What follows belongs to an exercise in optimizing a design on an open flow for small area; a production flow would make more cautious choices.
RTL that was checked went through simulation tests only; none was proved equivalent to the original.
Function not checked in run 2: the RTL went through the layout flow alone.

<file path="flow/design.v">
module fir_direct #(
    parameter int tap_len = 63,
    parameter int data_width = 16,
    parameter int coef_width = 16
)(
    input  logic clk,
    input  logic rst,
    input  logic cke, 
    input  logic signed [data_width-1:0] din,
    output logic signed [data_width-1:0] dout,
    input  logic [tap_len*coef_width-1:0] fir_coef  
);
localparam int mul_width = data_width + coef_width;  
localparam int acc_width = mul_width + $clog2(tap_len);  
localparam int num_stages = $clog2(tap_len);  
logic signed [data_width-1:0] sr [tap_len-1:0];
always_ff @(posedge clk) begin
    if (rst) begin
        for (integer i = 0; i < tap_len; i = i + 1) begin
            sr[i] <= '0;
        end
    end else if (cke) begin
        for (integer i = 0; i < tap_len - 1; i = i + 1) begin
            sr[i] <= sr[i+1];  
        end
        sr[tap_len-1] <= din;  
    end
end
logic signed [mul_width-1:0] mul_results [tap_len-1:0];
always_ff @(posedge clk) begin
    if (cke) begin
        for (int i = 0; i < tap_len; i = i + 1) begin
            mul_results[i] <= sr[tap_len - 1 - i] * $signed(fir_coef[i*coef_width +: coef_width]);
        end
    end
end
logic signed [acc_width-1:0] p_sums [num_stages:0][tap_len-1:0];
genvar stage, i;
generate
    for (i = 0; i < tap_len; i = i + 1) begin : gen_init_sum
        always_ff @(posedge clk) begin  
            if (cke) begin
                p_sums[0][i] <= mul_results[i];
            end
        end
    end
    for (stage = 0; stage < num_stages; stage = stage + 1) begin : gen_adder_stages
        localparam int num_inputs = (tap_len + (1 << stage) - 1) >> stage;
        localparam int num_outputs = (num_inputs + 1) >> 1;
        always_ff @(posedge clk) begin
            if (cke) begin
                for (int j = 0; j < num_outputs; j = j + 1) begin
                    if ( (2*j + 1) < num_inputs ) begin  
                        p_sums[stage+1][j] <= p_sums[stage][2*j] + p_sums[stage][2*j+1];
                    end else begin   
                        p_sums[stage+1][j] <= p_sums[stage][2*j];
                    end
                end
            end
        end
    end
endgenerate
logic signed [acc_width-1:0] mac_out;
assign mac_out = p_sums[num_stages][0];
logic signed [data_width-1:0] dout_reg;
logic signed [acc_width-1:0] scaled_out_reg;
assign scaled_out_reg = mac_out >>> 15;  
localparam int PIPELINE_LATENCY = 2 + num_stages;  
localparam signed [data_width-1:0] MAX_VAL = (1 << (data_width - 1)) - 1;
localparam signed [data_width-1:0] MIN_VAL = -(1 << (data_width - 1));
logic [$clog2(PIPELINE_LATENCY):0] latency_cnt;
logic output_valid;
always_ff @(posedge clk) begin
    if (rst) begin
        latency_cnt <= '0;
        output_valid <= 1'b0;
        dout_reg <= '0;
    end else if (cke) begin
        if (latency_cnt < PIPELINE_LATENCY) begin
            latency_cnt <= latency_cnt + 1;
            dout_reg <= '0;  
            output_valid <= 1'b0;
        end else begin
            output_valid <= 1'b1;
            if (scaled_out_reg > MAX_VAL) begin
                dout_reg <= MAX_VAL;     
            end else if (scaled_out_reg < MIN_VAL) begin
                dout_reg <= MIN_VAL;     
            end else begin
                dout_reg <= scaled_out_reg[data_width-1:0];
            end
        end
    end
end
assign dout = dout_reg;
endmodule
module filter_fir(
    input clk,rst,
    input signed [15:0]din,
    output signed [15:0]dout
    );
    parameter tap_len=63;
    parameter [tap_len*16-1:0]fir_coef = {
                                            16'd77, 16'd50, 16'd66, 16'd84, 16'd104, 16'd128, 16'd154, 16'd183, 16'd215, 16'd249,
                                            16'd286, 16'd325, 16'd366, 16'd408, 16'd453, 16'd498, 16'd543, 16'd589, 16'd635, 16'd680,
                                            16'd723, 16'd765, 16'd805, 16'd842, 16'd875, 16'd906, 16'd932, 16'd954, 16'd971, 16'd984,
                                            16'd991, 16'd994, 16'd991, 16'd984, 16'd971, 16'd954, 16'd932, 16'd906, 16'd875, 16'd842,
                                            16'd805, 16'd765, 16'd723, 16'd680, 16'd635, 16'd589, 16'd543, 16'd498, 16'd453, 16'd408,
                                            16'd366, 16'd325, 16'd286, 16'd249, 16'd215, 16'd183, 16'd154, 16'd128, 16'd104, 16'd84,
                                            16'd66, 16'd50, 16'd77};
    fir_direct #(.tap_len(tap_len))fir(
        .clk(clk),
        .rst(rst),
        .cke(1'b1),  
        .din(din),
        .dout(dout),
        .fir_coef(fir_coef)
        );
endmodule
</file>
<file path="flow/constraint.sdc">
create_clock -name core_clock -period 6.5 [get_ports {clk}]
set_input_delay 1.3000 -clock core_clock [delete_from_list [all_inputs] [get_ports {clk}]]
set_output_delay 1.3000 -clock core_clock [all_outputs]
set_load 0.01 [all_outputs]
</file>
<file path="flow/run.sh">
#!/bin/bash
# synth_recipe.tcl (not shown) runs the flow's synth.tcl, then flattens the netlist and writes it again
# the make line also repeats each setting of config.mk as NAME=value (left out here)
make -C /OpenROAD-flow-scripts/flow DESIGN_CONFIG=/design/flow/config.mk WORK_HOME=/design/flow/orfs CLKGATE_MAP_FILE= SYNTH_SCRIPT=/design/flow/synth_recipe.tcl finish
</file>
<file path="flow/config.mk">
export PLATFORM = sky130hd
export DESIGN_NAME = filter_fir
export DESIGN_NICKNAME = filter_fir
export VERILOG_FILES = /design/flow/design.v
export SDC_FILE = /design/flow/constraint.sdc
export NUM_CORES = 8
export LEC_CHECK = 0
export CAP_MARGIN = 20
export CORE_MARGIN = 2
export CORE_UTILIZATION = 40
export SLEW_MARGIN = 20
</file>
==> out/metrics.cfg, run 1 <==
[run_status]
run_status=timing/DRC/antenna clean

[cts]
cts_buffer_depth=5
path_clk_slew_ps=60
numCtsBuffers=699
clock_sinks=6178
hold_buffers=0
cts_max_level=6
clk-insertion-delay-late_ps=1070
tritoncts=built
clock-root-buffer=clkbuf_16
cts_setup_buffers=0
post_cts_resized=0

[setup_path]
worstSetupStartpointType=flop
required_ps=7490
crit_fanout=6
arrival_ps=7020
reg2regPathDepth=20
crit_end=fir.mul_results[30][26]
path_class=flop to flop
cp-startpoint=fir.sr[32][6]
r2r-end=fir.mul_results[30][26]
cp-end-kind=flop
regToRegSetupSlack_ps=470
regToRegStartpoint=fir.sr[32][6]

[yosys]
synth_seq_cells=6178
synthDominantCellAreaShare_pct=32.8
synth_area_um2=377000
syn-num-nets=45777
ys_seq_area_share_pct=32.8
synth_edf_count=0
syn_area_per_cell_um2=10.2
synthTopCellsByArea=dfxtp_1 33%, ha_1 19%, fa_1 15%, inv_1 6.3%, xnor2_1 5.0%
ys.warnings.count=4
synthDistinctLibCells=89
synth_cells=37043
synth_flop_cell=dfxtp_1
synthArstFlopShare_pct=0
yosys.area.top_type=dfxtp_1

[worst_hold_path]
holdCritPathClass=flop to flop

[floorplanning]
die_y_um=974
io_pins=34
die_area_um2=949000
initial_core_util_pct=40.1
core-area_um2=939000
dieWidth_um=974
rows=356

[place]
dpl_cell_area_um2=393000
dp_slack_ps=476
numPortBuffers=33
dp_hpwl_um=703000
gp_congestion=0.881

[timing]
setup_slack_ps=474
whs_ps=253
period_needed_ps=6030
setup_viol=0
skew_ps=102
rsz0062_at_grt=no
slew_headroom_pct=14.1
hold_viol_final=0
slew_violations=0
tightestPinTransition_ps=1290
fmax_ghz=0.166
period_share_pct=92.7
fin_tns_setup_ps=0

[finish]
largest_register_ffs=3582
final_cell_area_um2=417000
top_regs=fir.p_sums x3582, fir.mul_results x1568, fir.sr x1008
layout_common_cells=6287 x inv_1, 6178 x dfxtp_1, 5839 x ha_1
drive_gt1_share_pct=4.04
syn2layout_area_growth_pct=10.7
fin_nets=46369
regMostFlops=fir.p_sums
final_common_cell=inv_1

[detailed_routing]
dr.pass1.iters=7
avgRoutedWirePerCell_um=17.0
drt-vias-per-instance=4.84
initialDrtViolationCount=12115
final_antenna_net_count=0
totalWireLength_um=865000
drc=0
vias=245475

[grt]
grt_pass1_wl_um=1390000
grt_pass1_vias=254679
grt_max_degree=129
antenna_found_initial=75
grt-ovfl-total=0
track_usage_pct=18.1

[flow_run]
max_cap_violations=0

## critical path, cell delays in order, from the launching register on
cell	delay [ps]
dfxtp_1	520
fa_1	480
fa_1	510
fa_1	460
fa_1	520
inv_1	50
fa_1	470
inv_1	40
ha_1	300
a21o_1	170
a21o_1	210
a22oi_1	140
o21ai_1	130
o41a_1	380
and4_1	220
a2111oi_0	400
buf_4	190
o21ai_0	90
a21o_1	210
a211oi_1	280
xnor2_1	170
## stage by stage
step	utilization, %	cells
6_report	44.4	50747
3_5_place_dp	41.8	49464
3_3_place_gp	41.8	49464
2_1_floorplan	-	37043
4_1_cts	44.4	50727
5_1_grt	44.4	50729
## cell type report
type	count	area, um2
Clock inverter	353	4780
Antenna cell	20	50.0
Tap cell	12530	15700
Inverter	6289	23600
Clock buffer	910	19700
Sequential cell	6178	124000
Multi-Input combinational cell	24351	229000
Fill cell	88431	522000
Timing Repair Buffer	116	1070
## worst min path at each step
stage	start	cells past startpoint	endpoint	slack (ps)
floorplan	fir.p_sums[299][0]	0	fir.p_sums[244][0]	310
global placement	fir.mul_results[16][22]	0	fir.p_sums[424][22]	310
detailed placement	fir.mul_results[16][3]	0	fir.p_sums[424][3]	310
CTS	fir.mul_results[27][15]	0	fir.p_sums[413][15]	250
global route	fir.mul_results[27][15]	0	fir.p_sums[413][15]	260
finish	fir.mul_results[27][15]	0	fir.p_sums[413][15]	250
## per-layer routing
layer,vias up,share of wire (%),global-route usage (%)
met5,-,0.012,0
met2,3336,46,30.4
met4,16,3.1,5.17
li1,123010,-,-
met3,1147,3.4,2.06
met1,117966,48,24.7
## kinds of logic after synthesis
group | count (synthesis) | synth area share [%]
adders and majority gates | 8731 | 34.7
buffers and inverters | 6514 | 6.49
AOI/OAI and AO/OA | 6375 | 10.8
and+or+nand+nor | 6214 | 8.06
DFF | 6178 | 32.8
xor gates and xnor gates | 2973 | 6.91
muxes | 58 | 0.161
## cells in the mapped netlist, types with 140 or more instances
cell,n
inv_1,6287
dfxtp_1,6178
ha_1,5839
fa_1,2877
xnor2_1,2145
nor2_1,2051
a21oi_1,1960
o21ai_0,1267
nand2_1,1019
nor2b_1,985
a21o_1,979
xor2_1,828
nand3_1,468
nor3_1,441
o21a_1,404
nand2b_1,342
o21bai_1,342
and3_1,237
clkbuf_1,211
a31oi_1,197
a211oi_1,190
or2_2,140
==> run 2, diff against run 1 <==
==> flow/design.v (replaced) <==
module filter_fir(input clk, input rst, input signed [15:0] din, output signed [15:0] dout);
  reg [15:0] dl [0:7];
  reg [3:0] cnt;
  reg [15:0] w [0:62];
  reg [30:0] s1, s2;
  reg [15:0] yo;
  wire signed [30:0] W0 = {{15{w[0][15]}}, w[0]};
  wire signed [30:0] W1 = {{15{w[1][15]}}, w[1]};
  wire signed [30:0] W2 = {{15{w[2][15]}}, w[2]};
  wire signed [30:0] W3 = {{15{w[3][15]}}, w[3]};
  wire signed [30:0] W4 = {{15{w[4][15]}}, w[4]};
  wire signed [30:0] W5 = {{15{w[5][15]}}, w[5]};
  wire signed [30:0] W6 = {{15{w[6][15]}}, w[6]};
  wire signed [30:0] W7 = {{15{w[7][15]}}, w[7]};
  wire signed [30:0] W8 = {{15{w[8][15]}}, w[8]};
  wire signed [30:0] W9 = {{15{w[9][15]}}, w[9]};
  wire signed [30:0] W10 = {{15{w[10][15]}}, w[10]};
  wire signed [30:0] W11 = {{15{w[11][15]}}, w[11]};
  wire signed [30:0] W12 = {{15{w[12][15]}}, w[12]};
  wire signed [30:0] W13 = {{15{w[13][15]}}, w[13]};
  wire signed [30:0] W14 = {{15{w[14][15]}}, w[14]};
  wire signed [30:0] W15 = {{15{w[15][15]}}, w[15]};
  wire signed [30:0] W16 = {{15{w[16][15]}}, w[16]};
  wire signed [30:0] W17 = {{15{w[17][15]}}, w[17]};
  wire signed [30:0] W18 = {{15{w[18][15]}}, w[18]};
  wire signed [30:0] W19 = {{15{w[19][15]}}, w[19]};
  wire signed [30:0] W20 = {{15{w[20][15]}}, w[20]};
  wire signed [30:0] W21 = {{15{w[21][15]}}, w[21]};
  wire signed [30:0] W22 = {{15{w[22][15]}}, w[22]};
  wire signed [30:0] W23 = {{15{w[23][15]}}, w[23]};
  wire signed [30:0] W24 = {{15{w[24][15]}}, w[24]};
  wire signed [30:0] W25 = {{15{w[25][15]}}, w[25]};
  wire signed [30:0] W26 = {{15{w[26][15]}}, w[26]};
  wire signed [30:0] W27 = {{15{w[27][15]}}, w[27]};
  wire signed [30:0] W28 = {{15{w[28][15]}}, w[28]};
  wire signed [30:0] W29 = {{15{w[29][15]}}, w[29]};
  wire signed [30:0] W30 = {{15{w[30][15]}}, w[30]};
  wire signed [30:0] W31 = {{15{w[31][15]}}, w[31]};
  wire signed [30:0] W32 = {{15{w[32][15]}}, w[32]};
  wire signed [30:0] W33 = {{15{w[33][15]}}, w[33]};
  wire signed [30:0] W34 = {{15{w[34][15]}}, w[34]};
  wire signed [30:0] W35 = {{15{w[35][15]}}, w[35]};
  wire signed [30:0] W36 = {{15{w[36][15]}}, w[36]};
  wire signed [30:0] W37 = {{15{w[37][15]}}, w[37]};
  wire signed [30:0] W38 = {{15{w[38][15]}}, w[38]};
  wire signed [30:0] W39 = {{15{w[39][15]}}, w[39]};
  wire signed [30:0] W40 = {{15{w[40][15]}}, w[40]};
  wire signed [30:0] W41 = {{15{w[41][15]}}, w[41]};
  wire signed [30:0] W42 = {{15{w[42][15]}}, w[42]};
  wire signed [30:0] W43 = {{15{w[43][15]}}, w[43]};
  wire signed [30:0] W44 = {{15{w[44][15]}}, w[44]};
  wire signed [30:0] W45 = {{15{w[45][15]}}, w[45]};
  wire signed [30:0] W46 = {{15{w[46][15]}}, w[46]};
  wire signed [30:0] W47 = {{15{w[47][15]}}, w[47]};
  wire signed [30:0] W48 = {{15{w[48][15]}}, w[48]};
  wire signed [30:0] W49 = {{15{w[49][15]}}, w[49]};
  wire signed [30:0] W50 = {{15{w[50][15]}}, w[50]};
  wire signed [30:0] W51 = {{15{w[51][15]}}, w[51]};
  wire signed [30:0] W52 = {{15{w[52][15]}}, w[52]};
  wire signed [30:0] W53 = {{15{w[53][15]}}, w[53]};
  wire signed [30:0] W54 = {{15{w[54][15]}}, w[54]};
  wire signed [30:0] W55 = {{15{w[55][15]}}, w[55]};
  wire signed [30:0] W56 = {{15{w[56][15]}}, w[56]};
  wire signed [30:0] W57 = {{15{w[57][15]}}, w[57]};
  wire signed [30:0] W58 = {{15{w[58][15]}}, w[58]};
  wire signed [30:0] W59 = {{15{w[59][15]}}, w[59]};
  wire signed [30:0] W60 = {{15{w[60][15]}}, w[60]};
  wire signed [30:0] W61 = {{15{w[61][15]}}, w[61]};
  wire signed [30:0] W62 = {{15{w[62][15]}}, w[62]};
  wire [30:0] a = +(W0<<<1) +(W0<<<4) +(W3<<<3) +(W6<<<3) +(W8<<<2) -(W11<<<0) +(W11<<<3) -(W18<<<1) -(W20<<<2) -(W22<<<3) +(W25<<<1) -(W25<<<4) -(W27<<<3) -(W30<<<4) -(W33<<<4) -(W37<<<4) -(W40<<<2) -(W42<<<1) +(W48<<<2) +(W51<<<3) -(W55<<<0) +(W56<<<4) +(W61<<<2) -(W62<<<1) +(W62<<<4);
  wire [30:0] b = -(W0<<<4) +(W0<<<6) +(W6<<<0) +(W16<<<1) -(W36<<<1) -(W44<<<1) -(W49<<<0) -(W51<<<1) +(W55<<<2) -(W61<<<4);
  wire [30:0] o = +(W0<<<0) -(W0<<<2) +(W0<<<4) +(W0<<<6) +(W1<<<1) +(W4<<<1) +(W7<<<1) -(W10<<<0) -(W12<<<0) +(W12<<<2) -(W17<<<0) -(W21<<<0) -(W23<<<1) -(W26<<<0) -(W26<<<2) +(W29<<<2) +(W30<<<1) -(W31<<<2) +(W34<<<1) -(W34<<<3) +(W36<<<0) -(W38<<<3) -(W39<<<1) -(W41<<<0) +(W45<<<0) +(W52<<<2) -(W54<<<0) +(W57<<<3) +(W58<<<1) +(W61<<<1) -(W62<<<0) +(W62<<<6);
  wire [30:0] yv = s1 + o;
  integer i;
  always @(posedge clk) begin
    dl[0] <= din;
    for (i=1;i<8;i=i+1) dl[i] <= dl[i-1];
    if (rst) cnt <= 4'd8; else if (cnt != 4'd0) cnt <= cnt - 4'd1;
    if (rst) begin
      for (i=0;i<63;i=i+1) w[i] <= 16'd0;
      s1 <= 31'd0; s2 <= 31'd0; yo <= 16'd0;
    end else begin
      w[0] <= (cnt != 4'd0) ? 16'd0 : dl[7];
      for (i=1;i<63;i=i+1) w[i] <= w[i-1];
      s2 <= s2 + a;
      s1 <= s1 + s2 + b;
      yo <= yv[30:15];
    end
  end
  assign dout = yo;
endmodule
==> run 2 against run 1 <==
Net effect:
- the layout now fails its checks (setup timing)
- routed wire length down 80%
- final cell count down 83%
- via count down 84%
- sequential share of layout area up 0.43 points
- worst setup slack worse by 1200 ps
- die area down 81%
- global-route usage up 2.5 points
- first-iteration DRC count down 84%
- critical path depth up 6
- critical endpoint is now yo[13]
==> out/metrics.cfg, run 2 <==
[yosys]
synth_edf_count=0  ; unchanged
ys_top_cells_by_count=1497 x inv_1, 1391 x fa_1, 1218 x dfxtp_1  ; was 6287 x inv_1, 6178 x dfxtp_1, 5839 x ha_1
synth_flop_cell=dfxtp_1  ; unchanged
ys.warnings.count=3  ; was 4
synthTopCellsByArea=fa_1 40%, dfxtp_1 35%, inv_1 8.1%, nor2b_1 7.0%, ha_1 2.9%  ; was dfxtp_1 33%, ha_1 19%, fa_1 15%, inv_1 6.3%, xnor2_1 5.0%
syn-num-nets=7461  ; was 45777
synth_seq_cells=1218  ; was 6178
synth_area_um2=69200  ; was 377000 um2
synthDominantCellAreaShare_pct=40.2  ; was 32.8%
yosys.area.top_type=fa_1  ; was dfxtp_1
ys_seq_area_share_pct=35.2  ; was 32.8%
synth.most_common_cell=inv_1  ; unchanged
synth_cells=5892  ; was 37043
synthArstFlopShare_pct=0  ; unchanged
syn_area_per_cell_um2=11.7  ; was 10.2 um2
synthDistinctLibCells=65  ; was 89

[setup_path]
crit_family=adder cells  ; unchanged
cpMaxStageDelayCell=nor3_4  ; was dfxtp_1
cp-end-kind=flop  ; unchanged
regToRegSetupSlack_ps=-690  ; was 470 ps
worstSetupStartpointType=flop  ; unchanged
worst-path-buf-inv=8  ; was 3
path_common_cell=fa_1  ; unchanged
cpPeakStageDelay_ps=590  ; was 520 ps
required_ps=7220  ; was 7490 ps
path_class=flop to flop  ; unchanged
arrival_ps=7900  ; was 7020 ps
crit_fanout=3  ; was 6

[place]
dp_hpwl_um=143000  ; was 703000 um
dpl_cell_area_um2=76200  ; was 393000 um2
placed_cells=8621  ; was 49464
gp_congestion=0.900  ; was 0.881
numPortBuffers=33  ; unchanged

[detailed_routing]
drc=0  ; unchanged
final_antenna_net_count=0  ; unchanged
initialDrtViolationCount=1907  ; was 12115
dr.pass1.iters=5  ; was 7
avgRoutedWirePerCell_um=19.4  ; was 17.0 um
vias=38717  ; was 245475
drt-vias-per-instance=4.36  ; was 4.84
totalWireLength_um=172000  ; was 865000 um

[cts]
clock_sinks=1218  ; was 6178
numCtsBuffers=134  ; was 699
cts_buffer_depth=3  ; was 5
cts_max_level=4  ; was 6
clock-root-buffer=clkbuf_16  ; unchanged
clk-insertion-delay-late_ps=780  ; was 1070 ps
tritoncts=built  ; unchanged
path_clk_slew_ps=60  ; about the same
hold_buffers=0  ; unchanged

[timing]
setup_slack_ps=-689  ; was 474 ps
slew_headroom_pct=33.6  ; was 14.1%
skew_ps=26.9  ; was 102 ps
slew_violations=0  ; unchanged
fin_tns_setup_ps=-9370  ; was 0 ps
period_share_pct=111  ; was 92.7%
period_needed_ps=7190  ; was 6030 ps
setup_viol=21  ; was 0
rsz0062_at_grt=yes  ; was no
fmax_ghz=0.139  ; was 0.166 GHz
tightestPinTransition_ps=996  ; was 1290 ps
hold_viol_final=0  ; unchanged

[finish]
final_cell_area_um2=81300  ; was 417000 um2
nFillCells=15534  ; was 88431
largest_register_ffs=1008  ; was 3582
drive_gt1_share_pct=13.6  ; was 4.04%
fin_nets=8031  ; was 46369
regMostFlops=w  ; was fir.p_sums
multi_input_area_um2=39300  ; was 229000 um2
top_regs=w x1008, dl x128  ; was fir.p_sums x3582, fir.mul_results x1568, fir.sr x1008
seqCellArea_um2=24500  ; was 124000 um2
final_common_cell=inv_1  ; unchanged
fin_cells=8878  ; was 50747
syn2layout_area_growth_pct=17.4  ; was 10.7%
layout_common_cells=1467 x inv_1, 1360 x fa_1, 1186 x dfxtp_1  ; was 6287 x inv_1, 6178 x dfxtp_1, 5839 x ha_1

[floorplanning]
core-area_um2=172000  ; was 939000 um2
dieWidth_um=420  ; was 974 um
initial_core_util_pct=40.3  ; was 40.1%
die_area_um2=176000  ; was 949000 um2
io_pins=34  ; unchanged
rows=152  ; was 356
die_y_um=420  ; was 974 um

[run_status]
run_status=failed layout checks  ; was timing/DRC/antenna clean
failed_checks=setup timing

[grt]
antenna_found_initial=4  ; was 75
grt_pass1_vias=44017  ; was 254679
grt_max_degree=202  ; was 129
grt_pass1_wl_um=269000  ; was 1390000 um
grt-ovfl-total=0  ; unchanged
track_usage_pct=20.6  ; was 18.1%

[flow_run]
max_cap_violations=0  ; unchanged

[worst_hold_path]
holdCritPathClass=flop to flop  ; unchanged

==> run 2: repair_timing <==
action / CTS / global route
endpoints found under the hold margin: 0 / 0
setup buffers: 13 / 8
resized for setup: 99 / 56
pin swaps: 63 / 53
setup endpoints to repair: 30 / 30
==> run 2: final cells by class <==
type / count / share of cell area [%]
antenna: 3 / 0.00924
clock buffer: 184 / 4.66
clock inverter: 55 / 0.790
inverter: 1497 / 6.93
multi-input combinational: 3053 / 48.3
sequential: 1218 / 30.1
tap: 2310 / 3.56
timing repair buffer: 558 / 5.64
==> run 2: metrics by stage <==
stage                     hold slack [ps]  utilization (%)  setup WS, ps
final                                 322             47.3          -689
after global routing                  328             47.3          -905
after CTS                             324             47.2          -700
after detailed placement              312             44.4          -868
after global placement                311             44.4          -853
after floorplan                       310                -          -282
==> run 2: path summary, 6_finish.rpt <==
| check | start | to | cells after the start |
|---|---|---|---|
| max | w[0][4] | yo[13] | 26 |
| min | dl[5][14] | dl[6][14] | 0 |
| max reg2reg | w[0][4] | yo[13] | 26 |
| min reg2reg | dl[5][14] | dl[6][14] | 0 |
==> run 2: cells by family after synthesis <==
| family | synth area share, % |
|---|---|
| buffers and inverters | 8.79 |
| adders and majority gates | 43.1 |
| DFF | 35.2 |
| and+or+nand+nor | 9.67 |
| AOI/OAI and AO/OA | 1.88 |
| xor gates and xnor gates | 1.30 |
| muxes | 0.0145 |
==> run 2: metal layers <==
metal | wire (um) | vias up | GRT usage [%]
li1 | - | 17923 | -
met2 | 87500 | 592 | 35.8
met3 | 5750 | 263 | 2.82
met1 | 71500 | 19939 | 26.1
met4 | 7360 | 0 | 8.03
met5 | 0 | - | 0

[separate check: timing with driven ports]
The results above use ideal ports. As a check the final layouts listed here were re-extracted and re-timed, cells and wires unchanged. Step 1, drivers: a clkbuf_16 drives clk and a buf_2 each remaining input, both assumed. Step 2, shift: input delay + t, output delay - t, t = (earliest + latest rising clock arrival at the registers) / 2. This alone moves slack from input paths to output paths. Slacks: no drivers / after step 1 / after step 2; pairs: no drivers / after step 1.
| run | shift t [ns] | setup slack, ns | worst setup path after step 2 | pins driven straight from the clock port |
|---|---|---|---|---|
| run 1 | 1.184 | 0.474 / 0.474 / 0.474 | register to register | 1 |
| run 2 | 0.850 | -0.689 / -0.689 / -0.689 | register to register | 1 |
